What follows belongs to an exercise in optimizing a design on an open flow for small area and a short achievable clock period; a production flow would make more cautious choices. At most, simulation tests tie the RTL to the original design; equivalence was not proved. The RTL of runs 3 and 4 was laid out without a check of its function. Power and IR drop assume default switching activity.

File: flow/design.v
module fir_retimed #(
    parameter N_TAPS = 4,
    parameter DATA_WIDTH = 18,
    parameter COEFF_WIDTH = 18
) (
    input clk,
    input reset_n,
    input ena,
    input signed [DATA_WIDTH-1:0] data_in,
    output signed [(DATA_WIDTH + COEFF_WIDTH + 2)-1:0] data_out
);
    localparam KIND = 5;
    reg signed [17:0] x0, x1;
    reg signed [18:0] u;
    reg signed [20:0] s2;
    reg signed [21:0] s1;
    reg signed [21:0] s;
    reg signed [23:0] z;
    wire [18:0] u_next;
    wire [20:0] s2_next;
    wire [21:0] s1_next;
    wire [21:0] s_next;
    wire [23:0] z_next;
    pfx_add #(.W(19), .KIND(KIND)) add_u (
        .a({x0[17], x0}), .b({x1[17], x1}), .ci(1'b0), .s(u_next));
    pfx_add #(.W(21), .KIND(KIND)) add_s2 (
        .a({u, 2'b00}), .b(~{{3{x1[17]}}, x1}), .ci(1'b1), .s(s2_next));
    pfx_add #(.W(21), .KIND(KIND)) add_s1 (
        .a({s2[20], s2[20:1]}), .b({{3{x1[17]}}, x1}), .ci(1'b0), .s(s1_next[21:1]));
    assign s1_next[0] = s2[0];
    pfx_add #(.W(22), .KIND(KIND)) add_s (
        .a(s1), .b({{4{x1[17]}}, x1}), .ci(1'b0), .s(s_next));
    pfx_add #(.W(22), .KIND(KIND)) add_z (
        .a({s[21], s[21], s[21:2]}), .b(s), .ci(1'b0), .s(z_next[23:2]));
    assign z_next[1:0] = s[1:0];
    always @(posedge clk or negedge reset_n) begin
        if (!reset_n) begin
            x0 <= 18'd0;
            x1 <= 18'd0;
            u  <= 19'd0;
            s2 <= 21'd0;
            s1 <= 22'd0;
            s  <= 22'd0;
            z  <= 24'd0;
        end else if (ena) begin
            x0 <= data_in;
            x1 <= x0;
            u  <= u_next;
            s2 <= s2_next;
            s1 <= s1_next;
            s  <= s_next;
            z  <= z_next;
        end
    end
    assign data_out = {{13{z[23]}}, z, 1'b0};
endmodule
module pfx_add #(parameter W = 22, parameter KIND = 0) (
    input  [W-1:0] a,
    input  [W-1:0] b,
    input          ci,
    output [W-1:0] s
);
    reg [W-1:0] g, p, p0, gp2, pp2;
    integer i, l, j;
    always @* begin
        p0 = a ^ b;
        g  = a & b;
        p  = p0;
        g[0] = g[0] | (p[0] & ci);
        if (KIND == 0) begin
            for (l = 1; (1 << l) <= 2*W; l = l + 1)
                for (j = (1 << l) - 1; j < W; j = j + (1 << l)) begin
                    g[j] = g[j] | (p[j] & g[j - (1 << (l-1))]);
                    p[j] = p[j] & p[j - (1 << (l-1))];
                end
            for (l = 12; l > 0; l = l - 1)
                for (j = (1 << l) + (1 << (l-1)) - 1; j < W; j = j + (1 << l)) begin
                    g[j] = g[j] | (p[j] & g[j - (1 << (l-1))]);
                    p[j] = p[j] & p[j - (1 << (l-1))];
                end
        end else if (KIND == 1) begin
            for (l = 0; (1 << l) < W; l = l + 1)
                for (i = W - 1; i >= 0; i = i - 1)
                    if ((i >> l) & 1) begin
                        j = ((i >> l) << l) - 1;
                        g[i] = g[i] | (p[i] & g[j]);
                        p[i] = p[i] & p[j];
                    end
        end else if (KIND == 4 || KIND == 5) begin
            gp2 = g; pp2 = p;
            for (i = 2; i < W; i = i + 2) begin
                gp2[i] = g[i] | (p[i] & g[i-1]);
                pp2[i] = p[i] & p[i-1];
            end
            for (l = 0; (1 << l) < W; l = l + 1)
                for (i = W - 1; i >= 0; i = i - 1)
                    if ((i >> l) & 1) begin
                        j = ((i >> l) << l) - 1;
                        if (KIND == 5 && i == 1) begin
                            g[1] = g[1] | ((p[1] & a[0]) & b[0]) | ((p[1] & p0[0]) & ci);
                            p[1] = p[1] & p[0];
                        end else if (j == i - 1 && j > 0 && ((i >> (l+1)) == 0)) begin
                            g[i] = gp2[i] | (pp2[i] & g[i-2]);
                            p[i] = pp2[i] & p[i-2];
                        end else begin
                            g[i] = g[i] | (p[i] & g[j]);
                            p[i] = p[i] & p[j];
                        end
                    end
        end else if (KIND == 2) begin
            for (l = 0; (1 << l) < W; l = l + 1)
                for (i = W - 1; i >= (1 << l); i = i - 1) begin
                    g[i] = g[i] | (p[i] & g[i - (1 << l)]);
                    p[i] = p[i] & p[i - (1 << l)];
                end
        end else begin
            for (i = 1; i < W; i = i + 1)
                g[i] = g[i] | (p[i] & g[i-1]);
        end
    end
    assign s = p0 ^ {g[W-2:0], ci};
endmodule
File: flow/flow/run.sh
#!/bin/bash
# The standard layout, with plain buffers (not delay cells) on the ports.
set -euo pipefail
bash standard.sh BUFFER_PORTS_ARGS="-buffer_cell sky130_fd_sc_hd__buf_1" finish > make_finish.log 2>&1
File: flow/standard.sh
#!/bin/bash
# synth_recipe.tcl (not shown) runs the flow's synth.tcl, then flattens the netlist and writes it again
# the make line also repeats each setting of config.mk as NAME=value (left out here)
make -C /OpenROAD-flow-scripts/flow DESIGN_CONFIG=/design/flow/config.mk WORK_HOME=/design/flow/orfs CLKGATE_MAP_FILE= SYNTH_SCRIPT=/design/flow/synth_recipe.tcl "${@:-finish}"
File: flow/config.mk
export PLATFORM = sky130hd
export DESIGN_NAME = fir_retimed
export DESIGN_NICKNAME = fir_retimed
export VERILOG_FILES = /design/flow/design.v
export SDC_FILE = /design/flow/constraint.sdc
export NUM_CORES = 4
export LEC_CHECK = 0
export ABC_AREA = 1
export CAP_MARGIN = 0
export CORE_MARGIN = 2
export CORE_UTILIZATION = 40
export CTS_BUF_LIST = sky130_fd_sc_hd__clkbuf_8
export PLACE_DENSITY = 0.8
export SETUP_SLACK_MARGIN = 2.4
export SLEW_MARGIN = 0
File: flow/constraint.sdc
create_clock -name core_clock -period 4.5 [get_ports {clk}]
set_input_delay 0.9000 -clock core_clock [delete_from_list [all_inputs] [get_ports {clk}]]
set_output_delay 0.9000 -clock core_clock [all_outputs]
set_load 0.01 [all_outputs]
==> flow_summary.toml, run 1 <==
[floorplan]
die_w_um = 159.1
rows = 56
start_util = 0.4085
dieArea_um2 = 25300
ios = 59
core_um2 = 23540
fp.dieH_um = 159.1

[worst_setup_path]
critical_path_class = "register to primary output"
crit_buf_inv = 1
critPathSlowestCell = "dfrtp_2"
cp-start-kind = "register"
cp_slowest_stage_delay_ns = 0.48
regToRegSetupSlack_ns = 2.49
cp_cell_sequence = "buf_1"
worst-r2r-cell-count = 10
cp_max_fo = 15
r2r_end = "s2[20]$_DFFE_PN0P_"
arrival_ns = 1.12
cp_top_family = "flip-flops"
required_ns = 3.60
crit_path_end_kind = "primary output"
reg2reg_from = "x1[13]$_DFFE_PN0P_"

[timing]
setup_violations = 0
fmax_ghz = 0.4962
slew_viol_final = 0
finalHoldViolCount = 0
finalSetupTns_ns = 0
rsz0062_at_grt = "true"
finalClockSkew_ns = 0.01179
final_critical_path_setup_slack_ns = 2.485
fin_crit_ns = 2.016
slew_headroom = 0.3149
finalCritPeriodShare = 0.4479
worst_slew_pin_slew_ns = 1.028

[placed_design]
port_buffers = 57
postPlaceCellArea_um2 = 10060
hpwl_um = 13160
place_ws_ns = 2.005
globalplace.congestion = 0.8173

[power_and_ir_drop]
finalPower_uw = 6661
power.density_nw_per_um2 = 629.4
peakVddDrop_uv = 261.4
leakagePower_uw = 0.005617

[logic_synthesis]
yosysWarnings = 4
synth_seq_area_share = 0.3747
syn_avg_cell_area_um2 = 7.466
netlist_area_um2 = 9617
ys_types = 28
synth_cells = 1288
synth-seq-cells = 144
syn-num-nets = 1408

[final_layout]
multi_input_area_um2 = 5351
area_delta_synth_final_pct = 10.04
post-route-util = 0.4495
seq_area_um2 = 3618
finalInstanceArea_um2 = 10580
finalNetCount = 1445
fillCellCount = 2305
drive_gt1_frac = 0.06956
n_antenna_cell = 0

[route]
post-route-drc-count = 0
drt_iter0_drc = 377
via_per_inst = 4.776
ant_nets = 0
drt_first_pass_iters = 5
via_count = 7909
wl_um = 18940
detail_route.wl_per_cell_um = 11.44

[grt]
grt_max_degree = 110
grt_usage = 0.1530
grt_overflow = 0
antenna_found_initial = 0
grt_pass1_vias = 7727
grt_first_pass_wirelength_um = 33330

[hold_path]
holdCritPathClass = "register to register"
holdPathStages = 2
holdCritStartpoint = "z[0]$_DFFE_PN0P_"
hold_path_end = "z[0]$_DFFE_PN0P_"

[clock_tree]
cts_made_buffers = 17
clk_pin_slew_ns = 0.08
clk_latency_ns = 0.45
cts.sinks = 144
htree_num_levels = 4
cts_buffer_depth = 2
cts_tree = "yes"
cts-root-buf = "clkbuf_8"

[job]
max-cap-violations = 0

[run_status]
outcome = "complete, no violations"
-- timing repair --
item                                    4_1_cts  5_1_grt
endpoints found under the setup margin       16       27
hold buffers                                  0        0
setup buffers                                 0        3
gates resized for setup                       2       23
pin swaps                                     0        1
-- worst max-delay path by stage --
stage / from / endpoint / slack [ns] / cells past startpoint
final: z[23]$_DFFE_PN0P_ / data_out[37] / 2.48 / 1
after global routing: x1[13]$_DFFE_PN0P_ / s2[20]$_DFFE_PN0P_ / 2.30 / 11
after CTS: x1[17]$_DFFE_PN0P_ / s2[20]$_DFFE_PN0P_ / 2.41 / 8
after detailed placement: ena / s2[18]$_DFFE_PN0P_ / 2.01 / 6
after global placement: ena / s2[18]$_DFFE_PN0P_ / 2.11 / 6
after floorplan: x1[17]$_DFFE_PN0P_ / s2[20]$_DFFE_PN0P_ / 2.72 / 8
-- report_power, final --
| part | switching [uW] | total (uW) | internal, uW |
|---|---|---|---|
| combinational | 2060 | 3500 | 1440 |
| sequential | 335 | 2090 | 1750 |
| clock | 483 | 1070 | 584 |
| total | 2880 | 6660 | 3780 |
-- cell type report --
class                      count  share of cell area
clock buffer                  20             0.02601
clock inverter                11             0.01301
inverter                     134             0.04777
multi-input combinational    965              0.5057
sequential                   144              0.3419
tap                          319             0.03772
timing repair buffer          63             0.02790
-- cells in the final DEF, fill, tap and decap left out, drive strengths merged, types with 3 or more instances in the layout --
master and n:
nor2 37, a21oi 77, clkinvlp 3, o21ai 95, xnor2 42, clkinv 5, ha 99, a21o 6
clkbuf 22, nor3 10, dfrtp 144, inv 134, xor2 12, o21bai 15, nand2 491, bufinv 3
buf 61, nand3 74
-- logic make-up after synthesis --
kind of cell,synth area share
xor gates and xnor gates,0.04918
buffers and inverters,0.07546
and+or+nand+nor,0.2633
other,0.0003899
adders and majority gates,0.1288
AOI/OAI and AO/OA,0.1081
DFF,0.3747
-- registers in the layout, summed over array words and instances, names as in the netlist --
signal and cells:
s 22, x1 18, s1 22, u 19
x0 18, s2 21, z 24
-- per-stage QoR --
stage / std cells / hold slack, ns
floorplan: 1288 / 0.4459
global placement: 1622 / 0.4596
detailed placement: 1622 / 0.4639
finish: 1656 / 0.4759
CTS: 1653 / 0.4837
global route: 1656 / 0.4986
-- cells in the mapped netlist --
library cell / number / area (um2)
buf_4: 14 / 105.1
inv_2: 1 / 3.750
nand3_2: 1 / 10.01
a32o_1: 1 / 10.01
a21oi_2: 3 / 26.28
nor2_1: 37 / 138.9
conb_1: 1 / 3.750
nand2_2: 24 / 150.1
o21ai_0: 78 / 390.4
nand2_1: 463 / 1738
nand3_1: 73 / 365.4
o21bai_1: 15 / 112.6
clkbuf_1: 30 / 112.6
or2_2: 1 / 6.260
a21o_1: 6 / 45.04
a21oi_1: 74 / 370.4
buf_2: 1 / 5.000
nor3_1: 10 / 50.05
or2_1: 1 / 6.260
xnor2_1: 42 / 367.9
inv_1: 133 / 499.2
o21ai_1: 17 / 85.08
ha_1: 99 / 1239
dfrtp_1: 144 / 3603
nand2_4: 4 / 45.04
xor2_1: 12 / 105.1
nand3b_1: 2 / 15.01
nor3b_1: 1 / 7.510
-- routing by layer --
metal / share of wire / routed length (um) / track usage
met4: 0.012 / 221 / 0.04628
met5: 0 / 0 / 0
met3: 0.038 / 711 / 0.03100
met1: 0.49 / 9275 / 0.1941
met2: 0.46 / 8731 / 0.2634
==> run 2: changes to the inputs <==
--- a/flow/config.mk
+++ b/flow/config.mk
@@ -10,6 +10,5 @@
 export CORE_MARGIN = 2
 export CORE_UTILIZATION = 40
 export CTS_BUF_LIST = sky130_fd_sc_hd__clkbuf_8
-export PLACE_DENSITY = 0.8
 export SETUP_SLACK_MARGIN = 2.4
 export SLEW_MARGIN = 0
==> run 2 against run 1 <==
Largest cell class unchanged. Non-clock buffer count up 5. Via count shrank 3.6%. Core utilization is 0.19 points higher. Sequential power barely moved. Clock skew increased by 0.0026 ns. Cell area rose by 0.41%. Final cell count grew 0.30%. Die area stayed put. Critical path depth rose by 1. Critical endpoint is now data_out[31]. Global-route usage down 0.16 points.
==> flow_summary.toml, run 2 <==
[logic_synthesis]
synth_top_area_cell = "dfrtp_1"
netlist_area_um2 = 9617
synth_edf_count = 0
ys_types = 28
synthTopCellsByCount = "nand2_1 (463), dfrtp_1 (144), inv_1 (133)"
synth_seq_area_share = 0.3747
synth-async-reset-ratio = 1.000
synth.top_cells.by_area = "dfrtp_1 (37%), nand2_1 (18%), ha_1 (13%)"
synth_cells = 1288
synth-seq-cells = 144
ys.flop_type = "dfrtp_1"
synth_top_area_frac = 0.3747
yosysWarnings = 4
syn_avg_cell_area_um2 = 7.466
syn-num-nets = 1408
yosysMostFrequentCell = "nand2_1"

[route]
via_count = 7627
drt_first_pass_iters = 4
wl_um = 18380
via_per_inst = 4.592
detail_route.wl_per_cell_um = 11.07
ant_nets = 0
post-route-drc-count = 0
drt_iter0_drc = 294

[floorplan]
ios = 59
rows = 56
dieArea_um2 = 25300
core_um2 = 23540
fp.dieH_um = 159.1
start_util = 0.4085
die_w_um = 159.1

[power_and_ir_drop]
peakVddDrop_uv = 270.8
leakagePower_uw = 0.005677
finalPower_uw = 6650
power.density_nw_per_um2 = 625.8

[timing]
rsz0062_at_grt = "true"
hold_slack_ns = 0.4526
fmax_ghz = 0.4911
fin_crit_ns = 2.036
finalSetupTns_ns = 0
finalClockSkew_ns = 0.01443
finalHoldViolCount = 0
setup_violations = 0
worst_slew_pin_slew_ns = 0.6272
finalCritPeriodShare = 0.4525
slew_viol_final = 0
slew_headroom = 0.5819

[grt]
grt_max_degree = 95
grt_pass1_vias = 7285
grt_first_pass_wirelength_um = 32690
grt_overflow = 0
grt_usage = 0.1515
antenna_found_initial = 0

[final_layout]
area_delta_synth_final_pct = 10.50
final_cell_mix = "nand2_1 (463), inv_1 (135), dfrtp_1 (133)"
largest_reg_flops = 24
finalNetCount = 1450
reg_top3 = "z x24, s1 x22, s x22"
finalInstanceArea_um2 = 10630
largest-register = "z"
n_antenna_cell = 0
drive_gt1_frac = 0.07004
final_cells = 1661
final_common_cell = "nand2_1"

[worst_setup_path]
critical_path_class = "register to primary output"
crit_path_end_kind = "primary output"
required_ns = 3.60
cp_max_fo = 8
cp-start-kind = "register"
arrival_ns = 1.14

[clock_tree]
cts-root-buf = "clkbuf_8"
cts.sinks = 144
cts_made_buffers = 17
htree_num_levels = 4
cts_buffer_depth = 2
clk_latency_ns = 0.45
clk_pin_slew_ns = 0.08
cts_tree = "yes"

[job]
max-cap-violations = 0

[run_status]
outcome = "complete, no violations"

[placed_design]
globalplace.congestion = 0.7625
hpwl_um = 13130
postPlaceCellArea_um2 = 10080
port_buffers = 57
place_inst = 1624

[hold_path]
holdCritPathClass = "input port to asynchronous set/reset pin"
[run 2: changes by cell type in the layout (fill, tap and decap cells not counted), moves of 2 or more]
cell / change
clkinv_2: -3
inv_1: +2
ha_1: +3
clkinv_4: +3
ha_4: -3
clkinvlp_4: -3
buf_4: +6
[run 2: worst max-delay path, cell delays in order, from the launching register on]
cell,delay (ns)
dfrtp_2,0.40
buf_4,0.16
buf_1,0.13
[run 2: what timing repair did]
item,4_1_cts,5_1_grt
buffers inserted,0,6
cloned,0,0
hold buffers,0,0
resized for setup,5,26
setup endpoints to repair,79,63
[run 2: worst paths after layout]
kind	depth (start not counted)	endpoint	start	slack (ns)
max in group asynchronous	2	z[23]$_DFFE_PN0P_	reset_n	3.20
min	1	x0[3]$_DFFE_PN0P_	reset_n	0.45
max	2	data_out[31]	z[23]$_DFFE_PN0P_	2.46
max reg2reg	11	u[16]$_DFFE_PN0P_	x1[7]$_DFFE_PN0P_	2.56
min in group core_clock	2	z[0]$_DFFE_PN0P_	z[0]$_DFFE_PN0P_	0.47
min reg2reg	2	z[0]$_DFFE_PN0P_	z[0]$_DFFE_PN0P_	0.47
[run 2: stage by stage]
step / util / setup WS (ns)
6_report: 0.4514 / 2.464
5_1_grt: 0.4514 / 2.363
4_1_cts: 0.4471 / 2.407
3_5_place_dp: 0.4281 / 1.629
3_3_place_gp: 0.4281 / 1.662
2_1_floorplan: - / 2.715
[run 2: power breakdown]
group | switching, uW | internal (uW) | leakage, uW | total (uW)
Combinational | 2000 | 1440 | 0.00370 | 3430
Sequential | 319 | 1750 | 0.00175 | 2070
Clock | 501 | 643 | 0.000231 | 1140
Total | 2820 | 3830 | 0.00568 | 6650
[run 2: logic make-up after synthesis]
family	count (synthesis)	share of synthesized area
AO/OA/AOI/OAI	194	0.1081
flip-flops	144	0.3747
AND/OR/NAND/NOR	617	0.2633
other	1	0.0003899
adder cells (fa/ha/maj)	99	0.1288
buffers and inverters	179	0.07546
XOR/XNOR	54	0.04918
[run 2: area by class of cell]
| cell class | instances | area [um2] |
|---|---|---|
| Fill cell | 2449 | 12920 |
| Multi-Input combinational cell | 965 | 5318 |
| Sequential cell | 144 | 3617 |
| Inverter | 134 | 519.2 |
| Tap cell | 319 | 399.1 |
| Timing Repair Buffer | 68 | 334.1 |
| Clock buffer | 20 | 275.3 |
| Clock inverter | 11 | 163.9 |
[run 2: routing by layer]
metal,up-vias,wire (um),track usage
li1,4211,-,-
met1,3333,9823,0.2095
met2,68,7957,0.2445
met3,15,396,0.02657
met4,0,206,0.04256
met5,-,0,0
==> run 3: changes to the inputs <==
--- a/flow/design.v
+++ b/flow/design.v
@@ -16,6 +16,7 @@
     reg signed [21:0] s1;
     reg signed [21:0] s;
     reg signed [23:0] z;
+    reg zs;
     wire [18:0] u_next;
     wire [20:0] s2_next;
     wire [21:0] s1_next;
@@ -42,6 +43,7 @@
             s1 <= 22'd0;
             s  <= 22'd0;
             z  <= 24'd0;
+            zs <= 1'b0;
         end else if (ena) begin
             x0 <= data_in;
             x1 <= x0;
@@ -50,9 +52,10 @@
             s1 <= s1_next;
             s  <= s_next;
             z  <= z_next;
+            zs <= s[21];
         end
     end
-    assign data_out = {{13{z[23]}}, z, 1'b0};
+    assign data_out = {{7{zs}}, {6{z[23]}}, z, 1'b0};
 endmodule
 module pfx_add #(parameter W = 22, parameter KIND = 0) (
     input  [W-1:0] a,
==> run 3 against run 2 <==
Final cell count up 0.18%. First-iteration DRC count up 18%. Worst setup slack better by 0.035 ns. Core utilization about the same. Still clean. Clock power down 4%. Sequential power about the same. Synthesized cell count unchanged. Sequential cell count up 1. Non-clock buffer count up 2. Clock skew down 0.0039 ns.
==> flow_summary.toml, run 3 <==
[run_status]
outcome = "complete, no violations"

[logic_synthesis]
synth_top_area_frac = 0.3754
synth_top_family_by_area = "simple AND/OR/NAND/NOR gates"
synthXorXnorAreaFrac = 0.04984
synthTopCellsByCount = "nand2_1 (464), dfrtp_1 (145), inv_1 (131)"
ys_types = 29
synth_top_area_cell = "dfrtp_1"
yosysMostFrequentCell = "nand2_1"
synthSimpleGateAreaFrac = 0.2646
synthAdderAreaFrac = 0.1282
synth_edf_count = 0
synth_compound_area_frac = 0.1064
yosysWarnings = 4
synth_cells = 1288
synth.top_cells.by_area = "dfrtp_1 (38%), nand2_1 (18%), ha_1 (13%)"
syn_avg_cell_area_um2 = 7.504
synthMuxAreaShare = 0
synth-async-reset-ratio = 1.000
synth-seq-cells = 145
synth_seq_area_share = 0.3754
netlist_area_um2 = 9666
syn-num-nets = 1408
ys.flop_type = "dfrtp_1"

[final_layout]
reg_top3 = "z x24, s1 x22, s x22"
area_delta_synth_final_pct = 10.27
largest-register = "z"
finalNetCount = 1452
post-route-util = 0.4514
drive_gt1_frac = 0.07658
n_antenna_cell = 0
final_cell_mix = "nand2_1 (464), dfrtp_1 (135), inv_1 (131)"
final_cells = 1664
final_common_cell = "nand2_1"
finalInstanceArea_um2 = 10660
largest_reg_flops = 24

[worst_setup_path]
required_ns = 4.84
r2r_end = "s2[20]$_DFFE_PN0P_"
regToRegSetupSlack_ns = 2.55
crit_buf_inv = 3
critPathSlowestCell = "bufinv_8"
critical_path_class = "input port to register"
cp_max_fo = 139
path_depth = 6
cp_slowest_stage_delay_ns = 0.67
arrival_ns = 2.34
reg2reg_from = "x1[7]$_DFFE_PN0P_"
cp_top_family = "buffers and inverters"
cp_cell_sequence = "clkbuf_4 -> bufinv_8 -> buf_4 -> a21oi_1 -> nand3_1 -> nand2_1"
cp-start-kind = "input port"
worst-r2r-cell-count = 13
worstSetupEndpoint = "z[15]$_DFFE_PN0P_"
crit_start = "ena"
crit_path_end_kind = "register"

[timing]
rsz0062_at_grt = "true"
setup_violations = 0
finalCritPeriodShare = 0.4446
fmax_ghz = 0.4998
slew_viol_final = 0
finalSetupTns_ns = 0
slew_headroom = 0.2753
fin_crit_ns = 2.001
finalClockSkew_ns = 0.01049
finalHoldViolCount = 0
worst_slew_pin_slew_ns = 1.087

[grt]
grt_overflow = 0
grt_pass1_vias = 7476
grt_max_degree = 140
grt_first_pass_wirelength_um = 33560
antenna_found_initial = 0
grt_usage = 0.1558

[route]
ant_nets = 0
wl_um = 18560
drt_iter0_drc = 346
detail_route.wl_per_cell_um = 11.16
post-route-drc-count = 0
drt_first_pass_iters = 4
via_per_inst = 4.600
via_count = 7655

[clock_tree]
clk_pin_slew_ns = 0.08
htree_num_levels = 4
cts_tree = "yes"
cts-root-buf = "clkbuf_8"
cts_buffer_depth = 2
cts.sinks = 145
cts_made_buffers = 17
clk_latency_ns = 0.44

[power_and_ir_drop]
leakagePower_uw = 0.005675
peakVddDrop_uv = 192.3
power.density_nw_per_um2 = 625.9
finalPower_uw = 6671

[hold_path]
holdCritPathClass = "register to register"
holdPathStages = 2

[floorplan]
fp.dieH_um = 159.4
rows = 56
dieArea_um2 = 25420
ios = 59
core_um2 = 23610
start_util = 0.4093
die_w_um = 159.4

[job]
max-cap-violations = 0

[placed_design]
port_buffers = 57
postPlaceCellArea_um2 = 10100
globalplace.congestion = 0.7797
hpwl_um = 13030
place_inst = 1625
-- run 3: changes by cell type after synthesis, moves of 2 or more --
cell      previous run  this run
clkbuf_1            30        19
buf_2                1         8
buf_1                0         4
inv_1              133       131
o21ai_0             78        76
-- run 3: timing repair --
item,4_1_cts,5_1_grt
endpoints found under the setup margin,1,32
buffers inserted,0,7
hold buffers,0,0
resized for setup,3,21
-- run 3: per-stage QoR --
stage          hold slack, ns  worst slack (ns)
3_5_place_dp           0.4611             2.000
2_1_floorplan          0.4459             2.718
5_1_grt                0.5093             2.367
6_report               0.4800             2.499
4_1_cts                0.4833             2.412
3_3_place_gp           0.4560             2.017
-- run 3: worst min-delay path by stage --
stage | start | end | slack [ns]
after floorplan | s1[1]$_DFFE_PN0P_ | s1[1]$_DFFE_PN0P_ | 0.45
after global placement | z[0]$_DFFE_PN0P_ | z[0]$_DFFE_PN0P_ | 0.46
after detailed placement | z[0]$_DFFE_PN0P_ | z[0]$_DFFE_PN0P_ | 0.46
after CTS | z[0]$_DFFE_PN0P_ | z[0]$_DFFE_PN0P_ | 0.48
after global routing | z[22]$_DFFE_PN0P_ | z[22]$_DFFE_PN0P_ | 0.51
final | z[0]$_DFFE_PN0P_ | z[0]$_DFFE_PN0P_ | 0.48
-- run 3: layer usage --
metal | GRT usage | vias up | routed length, um
met3 | 0.02292 | 20 | 412
met2 | 0.2445 | 75 | 7912
met4 | 0.04752 | 0 | 268
met5 | 0 | - | 0
li1 | - | 4221 | -
met1 | 0.2224 | 3339 | 9971
-- run 3: layout make-up --
type	count	area [um2]
fill	2434	12950
tap	319	399.1
multi-input combinational	966	5369
clock buffer	19	261.5
clock inverter	13	158.9
inverter	132	509.2
timing repair buffer	70	319.1
sequential	145	3641
-- run 3: worst min-delay path: cells and delay by family (launching register included) --
kind	cells	cell delay [ns]
flops	1	0.35
simple gates	2	0.10
-- run 3: kinds of logic (layout without fill, tap and decap cells) --
group,after synthesis,count (layout)
flops,145,145
fa+ha+maj,99,99
xor+xnor,55,55
simple gates,620,620
buf+inv,177,234
other cells,1,1
compound gates,191,191
-- run 3: where the power goes --
part / total [uW] / switching (uW) / internal [uW]
Sequential: 2100 / 337 / 1760
Combinational: 3480 / 2010 / 1460
Clock: 1090 / 512 / 578
Total: 6670 / 2860 / 3810
==> run 4: changes to the inputs <==
--- a/flow/config.mk
+++ b/flow/config.mk
@@ -10,5 +10,5 @@
 export CORE_MARGIN = 2
 export CORE_UTILIZATION = 40
 export CTS_BUF_LIST = sky130_fd_sc_hd__clkbuf_8
-export SETUP_SLACK_MARGIN = 2.4
+export SETUP_SLACK_MARGIN = 2.5
 export SLEW_MARGIN = 0
==> run 4 against run 3 <==
Combinational power is 7.8% higher. Critical path type unchanged. First-iteration DRC count increased by 8.7%. Power grew 4.9%. Via count up 1.1%. Hold slack worse by 0.0016 ns. Core utilization increased by 1.7 points. Clock power barely moved. Synthesized cell count unchanged.
==> flow_summary.toml, run 4 <==
[grt]
grt_usage = 0.1562
antenna_found_initial = 0
grt_overflow = 0
grt_max_degree = 140
grt_pass1_vias = 7495
grt_first_pass_wirelength_um = 33640

[final_layout]
largest_reg_flops = 24
final_cells = 1671
final_cell_mix = "nand2_1 (461), inv_1 (129), dfrtp_1 (127)"
finalInstanceArea_um2 = 11050
drive_gt1_frac = 0.1169
n_antenna_cell = 0
finalNetCount = 1459
area_delta_synth_final_pct = 14.37
largest-register = "z"
final_common_cell = "nand2_1"
reg_top3 = "z x24, s1 x22, s x22"

[power_and_ir_drop]
power.density_nw_per_um2 = 632.7
peakVddDrop_uv = 200.9
leakagePower_uw = 0.005733

[timing]
setup_violations = 0
worst_slew_pin_slew_ns = 1.096
finalCritPeriodShare = 0.4442
fin_crit_ns = 1.999
hold_slack_ns = 0.4784
rsz0062_at_grt = "true"
fmax_ghz = 0.5003
finalSetupTns_ns = 0
finalHoldViolCount = 0
slew_headroom = 0.2690
slew_viol_final = 0
final_critical_path_setup_slack_ns = 2.501
finalClockSkew_ns = 0.008526

[clock_tree]
cts.sinks = 145
cts_buffer_depth = 2
clk_latency_ns = 0.44
cts_tree = "yes"
clk_pin_slew_ns = 0.08
htree_num_levels = 4
cts_made_buffers = 17
cts-root-buf = "clkbuf_8"

[logic_synthesis]
synth_top_area_frac = 0.3754
synth_seq_area_share = 0.3754
syn-num-nets = 1408
synth_cells = 1288
netlist_area_um2 = 9666
synth_edf_count = 0
synth-async-reset-ratio = 1.000
synth.top_cells.by_area = "dfrtp_1 (38%), nand2_1 (18%), ha_1 (13%)"
yosysMostFrequentCell = "nand2_1"
synth-seq-cells = 145
yosysWarnings = 4
synth_top_area_cell = "dfrtp_1"
syn_avg_cell_area_um2 = 7.504
synthTopCellsByCount = "nand2_1 (464), dfrtp_1 (145), inv_1 (131)"
ys.flop_type = "dfrtp_1"
ys_types = 29

[hold_path]
holdCritStartpoint = "z[0]$_DFFE_PN0P_"
holdCritPathClass = "register to register"

[floorplan]
start_util = 0.4093
dieArea_um2 = 25420
core_um2 = 23610
ios = 59
die_w_um = 159.4
fp.dieH_um = 159.4
rows = 56

[worst_setup_path]
cp_slowest_stage_delay_ns = 0.67
crit_start = "ena"
cp_max_fo = 139
crit_path_end_kind = "register"
cp-start-kind = "input port"
required_ns = 4.84
arrival_ns = 2.34
critPathSlowestCell = "bufinv_8"
reg2reg_from = "x1[13]$_DFFE_PN0P_"
cp_cell_sequence = "clkbuf_4 -> bufinv_8 -> buf_4 -> a21oi_1 -> nand3_1 -> nand2_1"
critical_path_class = "input port to register"

[route]
post-route-drc-count = 0
via_count = 7739
drt_first_pass_iters = 4
wl_um = 19350
drt_iter0_drc = 376
detail_route.wl_per_cell_um = 11.58
ant_nets = 0
via_per_inst = 4.631

[placed_design]
postPlaceCellArea_um2 = 10100
globalplace.congestion = 0.7797
hpwl_um = 13030
port_buffers = 57
place_ws_ns = 2.000
place_inst = 1625

[run_status]
outcome = "complete, no violations"

[job]
max-cap-violations = 0
==> run 4: cell counts after synthesis <==
Identical to the previous run, type by type.
==> run 4: logic make-up after synthesis <==
group / count (synthesis) / share of synthesized area
compound gates: 191 / 0.1064
xor+xnor: 55 / 0.04984
fa+ha+maj: 99 / 0.1282
buf+inv: 177 / 0.07521
simple gates: 620 / 0.2646
flops: 145 / 0.3754
other cells: 1 / 0.0003880
==> run 4: path summary, 6_finish.rpt <==
kind | slack, ns | depth (start not counted) | to
worst max-delay path | 2.50 | 6 | z[15]$_DFFE_PN0P_
min in group asynchronous | 0.61 | 1 | x0[2]$_DFFE_PN0P_
worst max register to register | 2.55 | 8 | s2[16]$_DFFE_PN0P_
worst min register to register | 0.48 | 2 | z[0]$_DFFE_PN0P_
max in group asynchronous | 2.84 | 2 | x1[17]$_DFFE_PN0P_
worst min-delay path | 0.48 | 2 | z[0]$_DFFE_PN0P_
==> run 4: metrics by stage <==
step / power, uW / utilization
finish: 6994 / 0.4682
global placement: 5484 / 0.4279
detailed placement: 5552 / 0.4279
CTS: 6696 / 0.4473
global route: 7766 / 0.4682
floorplan: 4923 / -
==> run 4: final cells by class <==
class / count / area (um2)
timing repair buffer: 77 / 417.9
tap: 319 / 399.1
sequential: 145 / 3651
inverter: 132 / 509.2
fill: 2369 / 12560
clock buffer: 19 / 261.5
multi-input combinational: 966 / 5657
clock inverter: 13 / 158.9
==> run 4: what timing repair did <==
item	4_1_cts	5_1_grt
endpoints found under the hold margin	0	0
setup endpoints to repair	24	64
setup buffers	1	13
hold buffers	0	0
gates resized for setup	16	69
pin swaps	0	1
==> run 4: report_power, final <==
| part | internal, uW | switching, uW | total, uW |
|---|---|---|---|
| clock | 578 | 515 | 1090 |
| sequential | 1770 | 386 | 2150 |
| combinational | 1660 | 2090 | 3750 |
| total | 4000 | 2990 | 6990 |
==> run 4: per-layer routing <==
layer | global-route usage | vias to the layer above | part of all wire
met3 | 0.02292 | 20 | 0.023
met5 | 0 | - | 0
met2 | 0.2457 | 77 | 0.44
met1 | 0.2224 | 3411 | 0.53
met4 | 0.04793 | 0 | 0.015
li1 | - | 4231 | -
==> run 4: critical path: cells and delay by family <==
| kind | cells | cell delay, ns |
|---|---|---|
| compound gates | 1 | 0.07 |
| simple gates | 2 | 0.14 |
| buf+inv | 3 | 1.19 |
==> run 5: changes to the inputs <==
--- a/flow/design.v
+++ b/flow/design.v
@@ -16,7 +16,6 @@
     reg signed [21:0] s1;
     reg signed [21:0] s;
     reg signed [23:0] z;
-    reg zs;
     wire [18:0] u_next;
     wire [20:0] s2_next;
     wire [21:0] s1_next;
@@ -43,7 +42,6 @@
             s1 <= 22'd0;
             s  <= 22'd0;
             z  <= 24'd0;
-            zs <= 1'b0;
         end else if (ena) begin
             x0 <= data_in;
             x1 <= x0;
@@ -52,10 +50,9 @@
             s1 <= s1_next;
             s  <= s_next;
             z  <= z_next;
-            zs <= s[21];
         end
     end
-    assign data_out = {{7{zs}}, {6{z[23]}}, z, 1'b0};
+    assign data_out = {{13{z[23]}}, z, 1'b0};
 endmodule
 module pfx_add #(parameter W = 22, parameter KIND = 0) (
     input  [W-1:0] a,
==> flow/flow/run.sh (replaced) <==
#!/bin/bash
# The standard layout, with plain buffers (not delay cells) on the ports and
# a clock tree with fewer, more loaded sink buffers and no dummy loads.
set -euo pipefail
bash standard.sh \
  BUFFER_PORTS_ARGS="-buffer_cell sky130_fd_sc_hd__buf_1" \
  CTS_ARGS="-sink_clustering_enable -repair_clock_nets -buf_list sky130_fd_sc_hd__clkbuf_8 -sink_buffer_max_cap_derate 0.5 -dont_use_dummy_load" \
  finish > make_finish.log 2>&1
--- a/flow/config.mk
+++ b/flow/config.mk
@@ -10,5 +10,5 @@
 export CORE_MARGIN = 2
 export CORE_UTILIZATION = 40
 export CTS_BUF_LIST = sky130_fd_sc_hd__clkbuf_8
-export SETUP_SLACK_MARGIN = 2.5
+export SETUP_SLACK_MARGIN = 2.4
 export SLEW_MARGIN = 0
==> run 5 against run 4 <==
Die area down 0.49%. Via count is 2.1% lower. Core utilization is 2.4 points lower. Final cell count fell by 1.5%. Clock skew rose by 0.021 ns. Register-to-register slack about the same. Non-clock buffer count is 10 lower. Clock power shrank about 30%.
==> flow_summary.toml, run 5 <==
[final_layout]
fillCellCount = 2467
reg_top3 = "z x24, s1 x22, s x22"
largest_reg_flops = 24
finalNetCount = 1449
area_delta_synth_final_pct = 8.626
n_antenna_cell = 0
final_common_cell = "nand2_1"
final_cell_mix = "nand2_1 (463), inv_1 (133), dfrtp_1 (132)"
finalInstanceArea_um2 = 10450
drive_gt1_frac = 0.06707
largest-register = "z"

[timing]
finalCritPeriodShare = 0.4524
slew_headroom = 0.5830
finalHoldViolCount = 0
rsz0062_at_grt = "true"
worst_slew_pin_slew_ns = 0.6256
setup_violations = 0
slew_viol_final = 0
fin_crit_ns = 2.036
fmax_ghz = 0.4912
finalClockSkew_ns = 0.02907
finalSetupTns_ns = 0

[power_and_ir_drop]
p_int_uw = 3538
combPwrFrac = 0.548
power.density_nw_per_um2 = 601.2
power_frac_seq = 0.331
swShare = 0.4367
leakagePower_uw = 0.005578
pwr-share-clk = 0.121
peakVddDrop_uv = 244.5
p_sw_uw = 2743

[worst_setup_path]
cp_top_family = "flip-flops"
crit_buf_inv = 2
path_depth = 2
critPathSlowestCell = "dfrtp_2"
critical_path_class = "register to primary output"
crit_path_end_kind = "primary output"
cp_max_fo = 7
reg2reg_from = "x1[17]$_DFFE_PN0P_"
worst-r2r-cell-count = 8
regToRegSetupSlack_ns = 2.56
cp_slowest_stage_delay_ns = 0.40
cp_cell_sequence = "buf_4 -> clkbuf_2"
required_ns = 3.60
arrival_ns = 1.14
cp-start-kind = "register"
r2r_end = "s2[20]$_DFFE_PN0P_"

[route]
via_per_inst = 4.603
drt_iter0_drc = 280
wl_um = 18220
via_count = 7576
drt_first_pass_iters = 5
ant_nets = 0
post-route-drc-count = 0
detail_route.wl_per_cell_um = 11.07

[grt]
grt_max_degree = 95
grt_overflow = 0
grt_pass1_vias = 7217
grt_usage = 0.1512
antenna_found_initial = 0
grt_first_pass_wirelength_um = 32520

[logic_synthesis]
synth_edf_count = 0
ys_types = 28
synth_cells = 1288
syn-num-nets = 1408
synth_top_area_frac = 0.3747
synth_top_area_cell = "dfrtp_1"
synth-seq-cells = 144
synthTopCellsByCount = "nand2_1 (463), dfrtp_1 (144), inv_1 (133)"
synth.top_cells.by_area = "dfrtp_1 (37%), nand2_1 (18%), ha_1 (13%)"
synth-async-reset-ratio = 1.000
netlist_area_um2 = 9617
yosysWarnings = 4
synth_seq_area_share = 0.3747
syn_avg_cell_area_um2 = 7.466
yosysMostFrequentCell = "nand2_1"
ys.flop_type = "dfrtp_1"

[floorplan]
ios = 59
dieArea_um2 = 25300
start_util = 0.4085
fp.dieH_um = 159.1
die_w_um = 159.1
rows = 56
core_um2 = 23540

[clock_tree]
htree_num_levels = 4
cts_made_buffers = 17
clk_latency_ns = 0.45
cts_buffer_depth = 2
hold_buffers = 0
cts_tree = "yes"
clk_pin_slew_ns = 0.08
cts-root-buf = "clkbuf_8"
cts.sinks = 144

[placed_design]
port_buffers = 57
hpwl_um = 13130
globalplace.congestion = 0.7625
postPlaceCellArea_um2 = 10080

[job]
max-cap-violations = 0

[hold_path]
holdCritPathClass = "input port to asynchronous set/reset pin"

[run_status]
outcome = "complete, no violations"
==> run 5: cell types whose count changed after synthesis, moves of 2 or more <==
cell      before  now
inv_1        131  133
buf_1          4    0
buf_2          8    1
clkbuf_1      19   30
o21ai_0       76   78
==> run 5: area by class of cell <==
class | instances | area [um2] | area share
Clock buffer | 17 | 234.0 | 0.02240
Inverter | 134 | 519.2 | 0.04971
Multi-Input combinational cell | 965 | 5343 | 0.5114
Sequential cell | 144 | 3618 | 0.3464
Tap cell | 319 | 399.1 | 0.03821
Timing Repair Buffer | 67 | 332.8 | 0.03186
==> run 5: logic make-up (layout without fill, tap and decap cells) <==
kind of cell             Yosys count  after routing  synth area share
XOR/XNOR                          54             54           0.04918
AND/OR/NAND/NOR                  617            617            0.2633
AO/OA/AOI/OAI                    194            194            0.1081
buffers and inverters            179            218           0.07546
adder cells (fa/ha/maj)           99             99            0.1288
flip-flops                       144            144            0.3747
other                              1              1         0.0003899
==> run 5: worst max-delay path by stage <==
stage	slack, ns	endpoint	start
floorplan	2.72	s2[20]$_DFFE_PN0P_	x1[17]$_DFFE_PN0P_
detailed placement	1.63	s[4]$_DFFE_PN0P_	ena
CTS	2.41	s1[9]$_DFFE_PN0P_	ena
finish	2.46	data_out[27]	z[23]$_DFFE_PN0P_
global placement	1.66	z[7]$_DFFE_PN0P_	ena
global route	2.38	s2[20]$_DFFE_PN0P_	x1[17]$_DFFE_PN0P_
==> run 5: metrics by stage <==
stage,hold slack (ns),util,worst slack [ns],cells,power [uW]
2_1_floorplan,0.4459,-,2.715,1288,4886
3_3_place_gp,0.4577,0.4281,1.662,1624,5443
3_5_place_dp,0.4585,0.4281,1.629,1624,5503
4_1_cts,0.4585,0.4384,2.406,1641,6298
5_1_grt,0.4689,0.4437,2.382,1646,7026
6_report,0.4652,0.4437,2.464,1646,6281
==> run 5: power groups by stage <==
stage / clock network [uW] / registers [uW] / logic, uW
2_1_floorplan: 0 / 2070 / 2820
3_3_place_gp: 0 / 2110 / 3340
3_5_place_dp: 0 / 2100 / 3400
4_1_cts: 794 / 2090 / 3420
5_1_grt: 846 / 2150 / 4030
6_report: 759 / 2080 / 3440
==> run 5: repair_timing <==
item                       4_1_cts  5_1_grt
buffers inserted                 0        5
resized for setup                5       34
setup endpoints to repair       80       60
==> run 5: routing by layer <==
layer  wire [um]  vias to the layer above  global-route usage
met5           0                        -                   0
met4         168                        0             0.03884
met3         424                       12             0.03126
met2        7868                       67              0.2419
met1        9757                     3296              0.2094
li1            -                     4201                   -
==> run 6: changes to the inputs <==
--- a/flow/flow/run.sh
+++ b/flow/flow/run.sh
@@ -5,4 +5,5 @@
 bash standard.sh \
   BUFFER_PORTS_ARGS="-buffer_cell sky130_fd_sc_hd__buf_1" \
   CTS_ARGS="-sink_clustering_enable -repair_clock_nets -buf_list sky130_fd_sc_hd__clkbuf_8 -sink_buffer_max_cap_derate 0.5 -dont_use_dummy_load" \
+  RECOVER_POWER=100 \
   finish > make_finish.log 2>&1
==> run 6 against run 5 <==
The layout now fails its checks (max-capacitance violations, max-slew violations). First-iteration DRC count up 2.9%. Sequential share of layout area up 0.34 points. Sequential power about the same. Wire length up 0.20%. Global-route usage unchanged. Clock-buffer cell count unchanged. Register-to-register slack worse by 0.16 ns. Clock skew up 0.0028 ns. Synthesized cell count unchanged. Critical path depth up 2. Cell area down 1.0%. Combinational power down 2%.
==> flow_summary.toml, run 6 <==
[route]
ant_nets = 0
wl_um = 18260
drt_first_pass_iters = 4
post-route-drc-count = 0
drt_iter0_drc = 288
via_per_inst = 4.593
detail_route.wl_per_cell_um = 11.09
via_count = 7560

[worst_setup_path]
critical_path_class = "input port to register"
crit_path_end_kind = "register"
critPathSlowestCell = "clkbuf_1"
cp_cell_sequence = "buf_4 -> inv_16 -> clkbuf_1 -> o21ai_0"
crit_buf_inv = 3
required_ns = 4.76
arrival_ns = 2.87
cp_top_family = "buffers and inverters"
cp_slowest_stage_delay_ns = 1.04
cp_max_fo = 94
cp-start-kind = "input port"

[logic_synthesis]
synth_cells = 1288
synth-seq-cells = 144
synthSimpleGateAreaFrac = 0.2633
yosysWarnings = 4
synth_top_family_by_area = "simple AND/OR/NAND/NOR gates"
netlist_area_um2 = 9617
synth_seq_area_share = 0.3747
synth_top_area_cell = "dfrtp_1"
syn_avg_cell_area_um2 = 7.466
synth_top_area_frac = 0.3747
synthTopCellsByCount = "nand2_1 (463), dfrtp_1 (144), inv_1 (133)"
synthAdderAreaFrac = 0.1288
syn-num-nets = 1408
yosysMostFrequentCell = "nand2_1"
synthXorXnorAreaFrac = 0.04918
synth-async-reset-ratio = 1.000
synth_compound_area_frac = 0.1081
synth_edf_count = 0
ys.flop_type = "dfrtp_1"
ys_types = 28
synth.top_cells.by_area = "dfrtp_1 (37%), nand2_1 (18%), ha_1 (13%)"
synthMuxAreaShare = 0

[timing]
finalClockSkew_ns = 0.03182
worst_slew_pin_slew_ns = 2.099
finalHoldViolCount = 0
rsz0062_at_grt = "true"
finalCritPeriodShare = 0.5797
finalSetupTns_ns = 0
hold_slack_ns = 0.4712
slew_headroom = -0.3995
setup_violations = 0
slew_viol_final = 37
fmax_ghz = 0.3833
fin_crit_ns = 2.609

[final_layout]
reg_top3 = "z x24, s1 x22, s x22"
largest-register = "z"
fillCellCount = 2487
drive_gt1_frac = 0.04145
finalInstanceArea_um2 = 10340
largest_reg_flops = 24
finalNetCount = 1449
n_antenna_cell = 0
final_common_cell = "nand2_1"
area_delta_synth_final_pct = 7.508
final_cell_mix = "nand2_1 (484), dfrtp_1 (134), inv_1 (133)"

[clock_tree]
hold_buffers = 0
cts_tree = "yes"
cts.sinks = 144
cts_buffer_depth = 2
clk_latency_ns = 0.45
cts_made_buffers = 17
cts-root-buf = "clkbuf_8"
clk_pin_slew_ns = 0.07
htree_num_levels = 4

[floorplan]
start_util = 0.4085
rows = 56
ios = 59
die_w_um = 159.1
dieArea_um2 = 25300
core_um2 = 23540
fp.dieH_um = 159.1

[job]
max-cap-violations = 1

[run_status]
outcome = "failed layout checks"
so_faults = "max-capacitance violations, max-slew violations"

[grt]
grt_usage = 0.1512
grt_max_degree = 95
grt_first_pass_wirelength_um = 32520
grt_pass1_vias = 7217
antenna_found_initial = 0
grt_overflow = 0

[power_and_ir_drop]
power.density_nw_per_um2 = 600.3
peakVddDrop_uv = 229.8
leakagePower_uw = 0.005538

[placed_design]
globalplace.congestion = 0.7625
port_buffers = 57
hpwl_um = 13130
postPlaceCellArea_um2 = 10080

[hold_path]
holdCritPathClass = "register to register"
==> run 6: changes by cell type in the layout (fill, tap and decap cells not counted), sizes merged <==
cell	delta
clkbuf	+5
buf	-5
==> run 6: what timing repair did <==
item,4_1_cts,5_1_grt
resized for setup,5,34
cloned,0,0
endpoints found under the setup margin,80,60
setup buffers,0,5
==> run 6: power by group <==
group | switching, uW | internal [uW] | total (uW)
combinational | 1960 | 1410 | 3370
clock | 427 | 333 | 759
sequential | 322 | 1760 | 2080
==> run 6: worst paths after layout <==
| check | start | end | slack (ns) | depth (start not counted) |
|---|---|---|---|---|
| worst max-delay path | ena | s[10]$_DFFE_PN0P_ | 1.89 | 4 |
| worst min-delay path | z[0]$_DFFE_PN0P_ | z[0]$_DFFE_PN0P_ | 0.47 | 2 |
| min in group asynchronous | reset_n | x0[16]$_DFFE_PN0P_ | 1.06 | 1 |
| worst min register to register | z[0]$_DFFE_PN0P_ | z[0]$_DFFE_PN0P_ | 0.47 | 2 |
| worst max register to register | x1[2]$_DFFE_PN0P_ | s2[20]$_DFFE_PN0P_ | 2.40 | 12 |
| max in group asynchronous | reset_n | x1[6]$_DFFE_PN0P_ | 2.07 | 1 |
==> run 6: metal layers <==
metal	track usage	routed length, um
met5	0	0
met4	0.03884	99
met3	0.03126	430
met2	0.2419	7884
met1	0.2094	9842
==> run 6: per-stage QoR <==
step | total power [uW] | setup WS, ns | cells | util
finish | 6206 | 1.891 | 1646 | 0.4391
global route | 6950 | 1.626 | 1646 | 0.4391
detailed placement | 5503 | 1.629 | 1624 | 0.4281
global placement | 5443 | 1.662 | 1624 | 0.4281
floorplan | 4886 | 2.715 | 1288 | -
CTS | 6298 | 2.406 | 1641 | 0.4384
==> run 6: final cells by class <==
class / count / area, um2 / area share
timing repair buffer: 67 / 311.5 / 0.03013
multi-input combinational: 965 / 5259 / 0.5087
clock buffer: 17 / 234.0 / 0.02263
inverter: 134 / 519.2 / 0.05022
sequential: 144 / 3616 / 0.3498
tap: 319 / 399.1 / 0.03861
==> run 6: cells by family after synthesis <==
group / count (synthesis)
AOI/OAI and AO/OA: 194
xor gates and xnor gates: 54
adders and majority gates: 99
buffers and inverters: 179
DFF: 144
other: 1
and+or+nand+nor: 617
==> run 6: worst reg2reg max path: stages, from the launching register on <==
cell     delay, ns
dfrtp_1       0.44
inv_1         0.08
ha_1          0.30
nand2_1       0.10
nand3_1       0.09
nand3_1       0.09
nand3_1       0.21
nand3_1       0.18
nand2_1       0.13
nand2_1       0.13
nand3_1       0.07
nand3_1       0.08
nand2_1       0.05
==> run 7: changes to the inputs <==
==> flow/flow/run.sh (replaced) <==
#!/bin/bash
# The standard layout, with plain buffers (not delay cells) on the ports and
# a clock tree with fewer, more loaded sink buffers and no dummy loads.
set -euo pipefail
bash standard.sh \
  BUFFER_PORTS_ARGS="-buffer_cell sky130_fd_sc_hd__buf_1" \
  CTS_ARGS="-sink_clustering_enable -repair_clock_nets -buf_list sky130_fd_sc_hd__clkbuf_8 -sink_clustering_size 40 -sink_clustering_max_diameter 300 -sink_buffer_max_cap_derate 0.5 -dont_use_dummy_load" \
  finish > make_finish.log 2>&1
==> run 7 against run 6 <==
The run now finishes clean. Sequential share of layout area fell by 0.34 points. Register-to-register slack better by 0.16 ns. Clock-buffer cell count unchanged. Hold slack worse by 0.0059 ns. Core utilization increased by 0.46 points. Sequential power about the same. Area after synthesis unchanged. Critical path depth shrank 2. Combinational power rose by 2%. Highest routed layer unchanged.
==> flow_summary.toml, run 7 <==
[clock_tree]
cts_made_buffers = 17
clk_pin_slew_ns = 0.08
hold_buffers = 0
cts_buffer_depth = 2
cts_tree = "yes"
htree_num_levels = 4
clk_latency_ns = 0.45
cts.sinks = 144
cts-root-buf = "clkbuf_8"

[logic_synthesis]
synth.top_cells.by_area = "dfrtp_1 (37%), nand2_1 (18%), ha_1 (13%)"
synth_seq_area_share = 0.3747
synthSimpleGateAreaFrac = 0.2633
synth_top_area_cell = "dfrtp_1"
netlist_area_um2 = 9617
synthAdderAreaFrac = 0.1288
ys_types = 28
synth_compound_area_frac = 0.1081
synthXorXnorAreaFrac = 0.04918
synthTopCellsByCount = "nand2_1 (463), dfrtp_1 (144), inv_1 (133)"
synth_cells = 1288
synth_top_area_frac = 0.3747
synth_top_family_by_area = "simple AND/OR/NAND/NOR gates"
synth-async-reset-ratio = 1.000
syn-num-nets = 1408
ys.flop_type = "dfrtp_1"
synth_edf_count = 0
synthMuxAreaShare = 0
synth-seq-cells = 144
syn_avg_cell_area_um2 = 7.466
yosysMostFrequentCell = "nand2_1"
yosysWarnings = 4

[placed_design]
place_ws_ns = 1.629
hpwl_um = 13130
globalplace.congestion = 0.7625
port_buffers = 57
postPlaceCellArea_um2 = 10080

[floorplan]
rows = 56
start_util = 0.4085
die_w_um = 159.1
core_um2 = 23540
ios = 59
fp.dieH_um = 159.1
dieArea_um2 = 25300

[timing]
finalClockSkew_ns = 0.02907
finalCritPeriodShare = 0.4524
setup_violations = 0
finalHoldViolCount = 0
worst_slew_pin_slew_ns = 0.6256
finalSetupTns_ns = 0
hold_slack_ns = 0.4652
fin_crit_ns = 2.036
rsz0062_at_grt = "true"
slew_viol_final = 0
final_critical_path_setup_slack_ns = 2.464
slew_headroom = 0.5830
fmax_ghz = 0.4912

[grt]
grt_first_pass_wirelength_um = 32520
antenna_found_initial = 0
grt_usage = 0.1512
grt_overflow = 0
grt_pass1_vias = 7217
grt_max_degree = 95

[worst_setup_path]
cp-start-kind = "register"
cp_max_fo = 7
reg2reg_from = "x1[17]$_DFFE_PN0P_"
critPathSlowestCell = "dfrtp_2"
arrival_ns = 1.14
cp_slowest_stage_delay_ns = 0.40
crit_path_end_kind = "primary output"
cp_cell_sequence = "buf_4 -> clkbuf_2"
required_ns = 3.60
regToRegSetupSlack_ns = 2.56
critical_path_class = "register to primary output"
crit_start = "z[23]$_DFFE_PN0P_"

[job]
max-cap-violations = 0

[final_layout]
largest_reg_flops = 24
largest-register = "z"
multi_input_area_um2 = 5343
drive_gt1_frac = 0.06707
final_cell_mix = "nand2_1 (463), inv_1 (133), dfrtp_1 (132)"
seq_area_um2 = 3618
final_common_cell = "nand2_1"
finalNetCount = 1449
n_antenna_cell = 0
fillCellCount = 2467
reg_top3 = "z x24, s1 x22, s x22"
finalInstanceArea_um2 = 10450
area_delta_synth_final_pct = 8.626

[route]
post-route-drc-count = 0
via_count = 7576
via_per_inst = 4.603
drt_first_pass_iters = 5
detail_route.wl_per_cell_um = 11.07
ant_nets = 0
drt_iter0_drc = 280
wl_um = 18220

[power_and_ir_drop]
pwr-share-clk = 0.121
power.density_nw_per_um2 = 601.2
leakagePower_uw = 0.005578
swShare = 0.4367
combPwrFrac = 0.548
p_sw_uw = 2743
power_frac_seq = 0.331
peakVddDrop_uv = 244.5
p_int_uw = 3538

[hold_path]
holdCritPathClass = "input port to asynchronous set/reset pin"

[run_status]
outcome = "complete, no violations"
-- run 7: cell counts after synthesis --
Identical to the previous run, type by type.
-- run 7: final cells by class --
class,count,share of cell area
repair buffers,67,0.03186
inverters,134,0.04971
well taps,319,0.03821
clock buffers,17,0.02240
multi-input cells,965,0.5114
flip-flops and latches,144,0.3464
-- run 7: power by group through the flow --
stage | Combinational, uW | Clock (uW) | Sequential [uW]
after floorplan | 2820 | 0 | 2070
after global placement | 3340 | 0 | 2110
after detailed placement | 3400 | 0 | 2100
after CTS | 3420 | 794 | 2090
after global routing | 4030 | 846 | 2150
final | 3440 | 759 | 2080
-- run 7: cells by family after synthesis --
family / after synthesis
other cells: 1
xor+xnor: 54
simple gates: 617
buf+inv: 179
fa+ha+maj: 99
compound gates: 194
flops: 144
-- run 7: layer usage --
layer  global-route usage  wire (um)  part of all wire  up-vias
li1                     -          -                 -     4201
met1               0.2094       9757              0.54     3296
met2               0.2419       7868              0.43       67
met3              0.03126        424             0.023       12
met4              0.03884        168            0.0092        0
met5                    0          0                 0        -
-- run 7: worst paths after layout --
| path | end | cells past startpoint |
|---|---|---|
| max reg2reg | s2[20]$_DFFE_PN0P_ | 8 |
| min reg2reg | z[0]$_DFFE_PN0P_ | 2 |
| max in group asynchronous | s1[15]$_DFFE_PN0P_ | 2 |
| min | x0[16]$_DFFE_PN0P_ | 1 |
| max | data_out[27] | 2 |
| min in group core_clock | z[0]$_DFFE_PN0P_ | 2 |
-- run 7: critical path: cells and delay by family, from the launching register on --
family / cells / cell delay, ns
flip-flops: 1 / 0.40
buffers and inverters: 2 / 0.28
-- run 7: repair_timing --
action / in CTS / in global routing
resized for setup: 5 / 34
endpoints found under the setup margin: 80 / 60
cloned: 0 / 0
buffers inserted: 0 / 5
hold endpoints to repair: 0 / 0
-- run 7: per-stage QoR --
step / utilization / total power [uW] / std cells
after floorplan: - / 4886 / 1288
after global placement: 0.4281 / 5443 / 1624
after detailed placement: 0.4281 / 5503 / 1624
after CTS: 0.4384 / 6298 / 1641
after global routing: 0.4437 / 7026 / 1646
final: 0.4437 / 6281 / 1646
==> run 8: changes to the inputs <==
==> flow/flow/run.sh (replaced) <==
#!/bin/bash
# The standard layout, with plain buffers (not delay cells) on the ports and
# a clock tree with fewer, more loaded sink buffers and no dummy loads.
set -euo pipefail
bash standard.sh \
  BUFFER_PORTS_ARGS="-buffer_cell sky130_fd_sc_hd__buf_1" \
  CTS_ARGS="-sink_clustering_enable -repair_clock_nets -buf_list sky130_fd_sc_hd__clkbuf_8 -dont_use_dummy_load" \
  finish > make_finish.log 2>&1
--- a/flow/config.mk
+++ b/flow/config.mk
@@ -10,5 +10,5 @@
 export CORE_MARGIN = 2
 export CORE_UTILIZATION = 40
 export CTS_BUF_LIST = sky130_fd_sc_hd__clkbuf_8
-export SETUP_SLACK_MARGIN = 2.4
+export SETUP_SLACK_MARGIN = 2.3
 export SLEW_MARGIN = 0
==> run 8 against run 7 <==
Sequential power is essentially flat. Power shrank 1.0%. Area after synthesis is the same. Clock skew grew 0.00077 ns. Clock-buffer cell count is the same. Sequential share of layout area grew 0.29 points. Clock power is essentially flat. Core utilization shrank 0.46 points. Critical path depth grew 10. Global-route usage is the same. Worst setup slack gained 0.012 ns. First-iteration DRC count shrank 3.2%. Critical path type is now register to register. Largest power group unchanged.
==> flow_summary.toml, run 8 <==
[floorplan]
rows = 56
start_util = 0.4085
ios = 59
core_um2 = 23540
die_w_um = 159.1
dieArea_um2 = 25300
fp.dieH_um = 159.1

[placed_design]
globalplace.congestion = 0.7625
port_buffers = 57
place_ws_ns = 1.629
postPlaceCellArea_um2 = 10080
hpwl_um = 13130

[final_layout]
post-route-util = 0.4391
finalInstanceArea_um2 = 10340
n_antenna_cell = 0
largest_reg_flops = 24
reg_top3 = "z x24, s1 x22, s x22"
final_cell_mix = "nand2_1 (463), dfrtp_1 (138), inv_1 (133)"
drive_gt1_frac = 0.04841
area_delta_synth_final_pct = 7.508
finalNetCount = 1444
final_common_cell = "nand2_1"
largest-register = "z"

[grt]
grt_max_degree = 95
grt_overflow = 0
grt_first_pass_wirelength_um = 32520
grt_usage = 0.1512
antenna_found_initial = 0
grt_pass1_vias = 7217

[timing]
final_critical_path_setup_slack_ns = 2.476
finalClockSkew_ns = 0.02983
finalCritPeriodShare = 0.4498
slew_headroom = 0.5458
finalHoldViolCount = 0
fmax_ghz = 0.4941
worst_slew_pin_slew_ns = 0.6813
finalSetupTns_ns = 0
fin_crit_ns = 2.024
rsz0062_at_grt = "true"
slew_viol_final = 0
setup_violations = 0

[clock_tree]
cts_made_buffers = 17
hold_buffers = 0
htree_num_levels = 4
clk_pin_slew_ns = 0.08
cts_resized = 2
cts.sinks = 144
cts_setup_buffers = 0
cts_tree = "yes"
cts_buffer_depth = 2
cts-root-buf = "clkbuf_8"
clk_latency_ns = 0.45

[worst_setup_path]
cp-start-kind = "register"
crit_top_cell = "nand3_1"
arrival_ns = 2.35
cp_top_family = "simple AND/OR/NAND/NOR gates"
crit_path_end_kind = "register"
crit_buf_inv = 1
critical_path_class = "register to register"
critPathSlowestCell = "dfrtp_1"
cp_slowest_stage_delay_ns = 0.52
cp_cell_sequence = "inv_1 -> ha_1 -> nand2_1 -> nand3_1 -> nand3_1 -> nand3_2 -> nand3_1 -> nand2_2 -> nand2_1 -> nand3_1 -> nand3_1 -> nand2_1"
regToRegSetupSlack_ns = 2.48
required_ns = 4.83
cp_max_fo = 8

[job]
max-cap-violations = 0

[logic_synthesis]
synth_seq_area_share = 0.3747
syn-num-nets = 1408
ys_types = 28
synth_edf_count = 0
ys.flop_type = "dfrtp_1"
synth_cells = 1288
synth-seq-cells = 144
synthTopCellsByCount = "nand2_1 (463), dfrtp_1 (144), inv_1 (133)"
synth.top_cells.by_area = "dfrtp_1 (37%), nand2_1 (18%), ha_1 (13%)"
synth_top_area_cell = "dfrtp_1"
yosysMostFrequentCell = "nand2_1"
synth_top_area_frac = 0.3747
netlist_area_um2 = 9617
syn_avg_cell_area_um2 = 7.466
synth-async-reset-ratio = 1.000
yosysWarnings = 4

[power_and_ir_drop]
leakagePower_uw = 0.005532
peakVddDrop_uv = 244.7
power.density_nw_per_um2 = 601.3
finalPower_uw = 6217

[route]
drt_iter0_drc = 271
ant_nets = 0
via_per_inst = 4.591
via_count = 7534
drt_first_pass_iters = 4
post-route-drc-count = 0
detail_route.wl_per_cell_um = 11.00
wl_um = 18050

[hold_path]
holdCritPathClass = "input port to asynchronous set/reset pin"

[run_status]
outcome = "complete, no violations"
run 8: changes by cell type in the layout (fill, tap and decap cells not counted), sizes merged:
cell	delta
clkbuf	-5
run 8: final timing paths:
| check | from | to | cells after the start |
|---|---|---|---|
| worst min-delay path | reset_n | x0[16]$_DFFE_PN0P_ | 1 |
| worst min register to register | z[0]$_DFFE_PN0P_ | z[0]$_DFFE_PN0P_ | 2 |
| min in group core_clock | z[0]$_DFFE_PN0P_ | z[0]$_DFFE_PN0P_ | 2 |
| worst max-delay path | x1[0]$_DFFE_PN0P_ | s2[20]$_DFFE_PN0P_ | 12 |
| worst max register to register | x1[0]$_DFFE_PN0P_ | s2[20]$_DFFE_PN0P_ | 12 |
| max in group asynchronous | reset_n | s1[15]$_DFFE_PN0P_ | 2 |
run 8: final cells by class:
class,count,area [um2]
Clock buffer,17,234.0
Timing Repair Buffer,62,287.8
Inverter,134,519.2
Multi-Input combinational cell,965,5288
Sequential cell,144,3611
Tap cell,319,399.1
Fill cell,2475,13200
run 8: report_power, final:
part / switching, uW / internal [uW] / leakage [uW]
Clock: 426 / 333 / 0.000122
Sequential: 329 / 1750 / 0.00175
Combinational: 1960 / 1410 / 0.00366
Total: 2720 / 3500 / 0.00553
run 8: stage by stage:
step,instances,hold slack (ns)
after floorplan,1288,0.4459
final,1641,0.4648
after CTS,1641,0.4585
after detailed placement,1624,0.4585
after global routing,1641,0.4690
after global placement,1624,0.4577
run 8: logic make-up after synthesis:
family / Yosys count / share of synthesized area
buffers and inverters: 179 / 0.07546
adder cells (fa/ha/maj): 99 / 0.1288
AO/OA/AOI/OAI: 194 / 0.1081
AND/OR/NAND/NOR: 617 / 0.2633
flip-flops: 144 / 0.3747
other: 1 / 0.0003899
XOR/XNOR: 54 / 0.04918
run 8: per-layer routing:
layer / share of wire / up-vias / global-route usage
li1: - / 4189 / -
met1: 0.54 / 3268 / 0.2094
met2: 0.43 / 65 / 0.2419
met3: 0.023 / 12 / 0.03126
met4: 0.0093 / 0 / 0.03884
met5: 0 / - / 0
==> run 9: changes to the inputs <==
--- a/flow/config.mk
+++ b/flow/config.mk
@@ -10,5 +10,5 @@
 export CORE_MARGIN = 2
 export CORE_UTILIZATION = 40
 export CTS_BUF_LIST = sky130_fd_sc_hd__clkbuf_8
-export SETUP_SLACK_MARGIN = 2.3
+export SETUP_SLACK_MARGIN = 2.45
 export SLEW_MARGIN = 0
==> run 9 against run 8 <==
Still clean on timing, DRC and antenna. Non-clock buffer count grew 13. Critical path depth shrank 10. Sequential power is essentially flat. Critical path type is now register to primary output.
==> flow_summary.toml, run 9 <==
[job]
max-cap-violations = 0

[final_layout]
reg_top3 = "z x24, s1 x22, s x22"
finalNetCount = 1457
n_antenna_cell = 0
drive_gt1_frac = 0.09139
area_delta_synth_final_pct = 11.12
final_cell_mix = "nand2_1 (463), inv_1 (132), dfrtp_1 (129)"
final_common_cell = "nand2_1"
largest-register = "z"
fillCellCount = 2451
finalInstanceArea_um2 = 10690
largest_reg_flops = 24
seq_area_um2 = 3622
multi_input_area_um2 = 5451

[logic_synthesis]
syn-num-nets = 1408
synth_edf_count = 0
synth-seq-cells = 144
synth_cells = 1288
synth_top_area_frac = 0.3747
synth_top_area_cell = "dfrtp_1"
yosysMostFrequentCell = "nand2_1"
syn_avg_cell_area_um2 = 7.466
ys.flop_type = "dfrtp_1"
ys_types = 28
synth-async-reset-ratio = 1.000
synth.top_cells.by_area = "dfrtp_1 (37%), nand2_1 (18%), ha_1 (13%)"
yosysWarnings = 4
synthTopCellsByCount = "nand2_1 (463), dfrtp_1 (144), inv_1 (133)"
netlist_area_um2 = 9617
synth_seq_area_share = 0.3747

[clock_tree]
clk_pin_slew_ns = 0.08
cts_tree = "yes"
cts.sinks = 144
cts-root-buf = "clkbuf_8"
htree_num_levels = 4
clk_latency_ns = 0.45
cts_buffer_depth = 2
cts_made_buffers = 17

[worst_setup_path]
worst-r2r-cell-count = 12
crit_start = "z[23]$_DFFE_PN0P_"
cp_max_fo = 7
required_ns = 3.60
r2r_end = "u[14]$_DFFE_PN0P_"
reg2reg_from = "x1[7]$_DFFE_PN0P_"
critical_path_class = "register to primary output"
regToRegSetupSlack_ns = 2.56
arrival_ns = 1.13
worstSetupEndpoint = "data_out[30]"
cp-start-kind = "register"
crit_path_end_kind = "primary output"

[grt]
grt_max_degree = 95
grt_overflow = 0
grt_usage = 0.1522
grt_first_pass_wirelength_um = 32760
grt_pass1_vias = 7260
antenna_found_initial = 0

[power_and_ir_drop]
peakVddDrop_uv = 244.8
leakagePower_uw = 0.005655
power.density_nw_per_um2 = 601.5

[placed_design]
globalplace.congestion = 0.7625
hpwl_um = 13130
postPlaceCellArea_um2 = 10080
port_buffers = 57

[timing]
worst_slew_pin_slew_ns = 0.6324
finalCritPeriodShare = 0.4518
rsz0062_at_grt = "true"
finalSetupTns_ns = 0
slew_headroom = 0.5784
slew_viol_final = 0
finalHoldViolCount = 0
fin_crit_ns = 2.033
fmax_ghz = 0.4919
setup_violations = 0
finalClockSkew_ns = 0.02907

[floorplan]
fp.dieH_um = 159.1
ios = 59
rows = 56
die_w_um = 159.1
dieArea_um2 = 25300
start_util = 0.4085
core_um2 = 23540

[route]
drt_iter0_drc = 247
via_per_inst = 4.625
detail_route.wl_per_cell_um = 11.30
post-route-drc-count = 0
ant_nets = 0
via_count = 7649
drt_first_pass_iters = 5
wl_um = 18690

[hold_path]
holdCritPathClass = "input port to asynchronous set/reset pin"

[run_status]
outcome = "complete, no violations"
run 9: cell families (layout without fill, tap and decap cells):
group,count (synthesis),in the layout,share of synthesized area
buffers and inverters,179,226,0.07546
XOR/XNOR,54,54,0.04918
AO/OA/AOI/OAI,194,194,0.1081
adder cells (fa/ha/maj),99,99,0.1288
AND/OR/NAND/NOR,617,617,0.2633
flip-flops,144,144,0.3747
other,1,1,0.0003899
run 9: routing by layer:
layer	vias up	track usage	part of all wire
li1	4217	-	-
met1	3354	0.2105	0.53
met2	65	0.2441	0.44
met3	13	0.03126	0.023
met4	0	0.03884	0.0092
met5	-	0	0
run 9: worst min path at each step:
stage / cells after the start / slack, ns / to / start
after detailed placement: 2 / 0.46 / z[0]$_DFFE_PN0P_ / z[0]$_DFFE_PN0P_
after floorplan: 2 / 0.45 / s1[1]$_DFFE_PN0P_ / s1[1]$_DFFE_PN0P_
after global routing: 1 / 0.47 / x0[16]$_DFFE_PN0P_ / reset_n
after global placement: 2 / 0.46 / z[2]$_DFFE_PN0P_ / z[2]$_DFFE_PN0P_
final: 1 / 0.46 / x0[16]$_DFFE_PN0P_ / reset_n
after CTS: 1 / 0.46 / x0[16]$_DFFE_PN0P_ / reset_n
run 9: cell type report:
cell class              count  share of cell area
clock buffers              17             0.02189
inverters                 134             0.04859
multi-input cells         965              0.5101
flip-flops and latches    144              0.3390
well taps                 319             0.03735
repair buffers             75             0.04309
run 9: stage by stage:
stage | total power, uW | worst slack, ns | hold WS (ns) | util | instances
after global routing | 7173 | 2.397 | 0.4689 | 0.4539 | 1654
after floorplan | 4886 | 2.715 | 0.4459 | - | 1288
after global placement | 5443 | 1.662 | 0.4577 | 0.4281 | 1624
final | 6428 | 2.467 | 0.4608 | 0.4539 | 1654
after CTS | 6347 | 2.406 | 0.4585 | 0.4413 | 1643
after detailed placement | 5503 | 1.629 | 0.4585 | 0.4281 | 1624
run 9: critical path, stage by stage, from the launching register on:
cell and delay, ns:
dfrtp_2 0.42, buf_6 0.14, buf_6 0.12
run 9: where the power goes:
| group | internal, uW | switching [uW] | leakage (uW) |
|---|---|---|---|
| combinational | 1540 | 2040 | 0.00379 |
| sequential | 1760 | 335 | 0.00174 |
| clock | 333 | 426 | 0.000122 |
| total | 3630 | 2800 | 0.00566 |
run 9: timing repair:
item,CTS,global route
endpoints found under the setup margin,80,88
hold buffers,0,0
endpoints found under the hold margin,0,0
gates resized for setup,22,55
pin swaps,0,2
buffers inserted,2,11
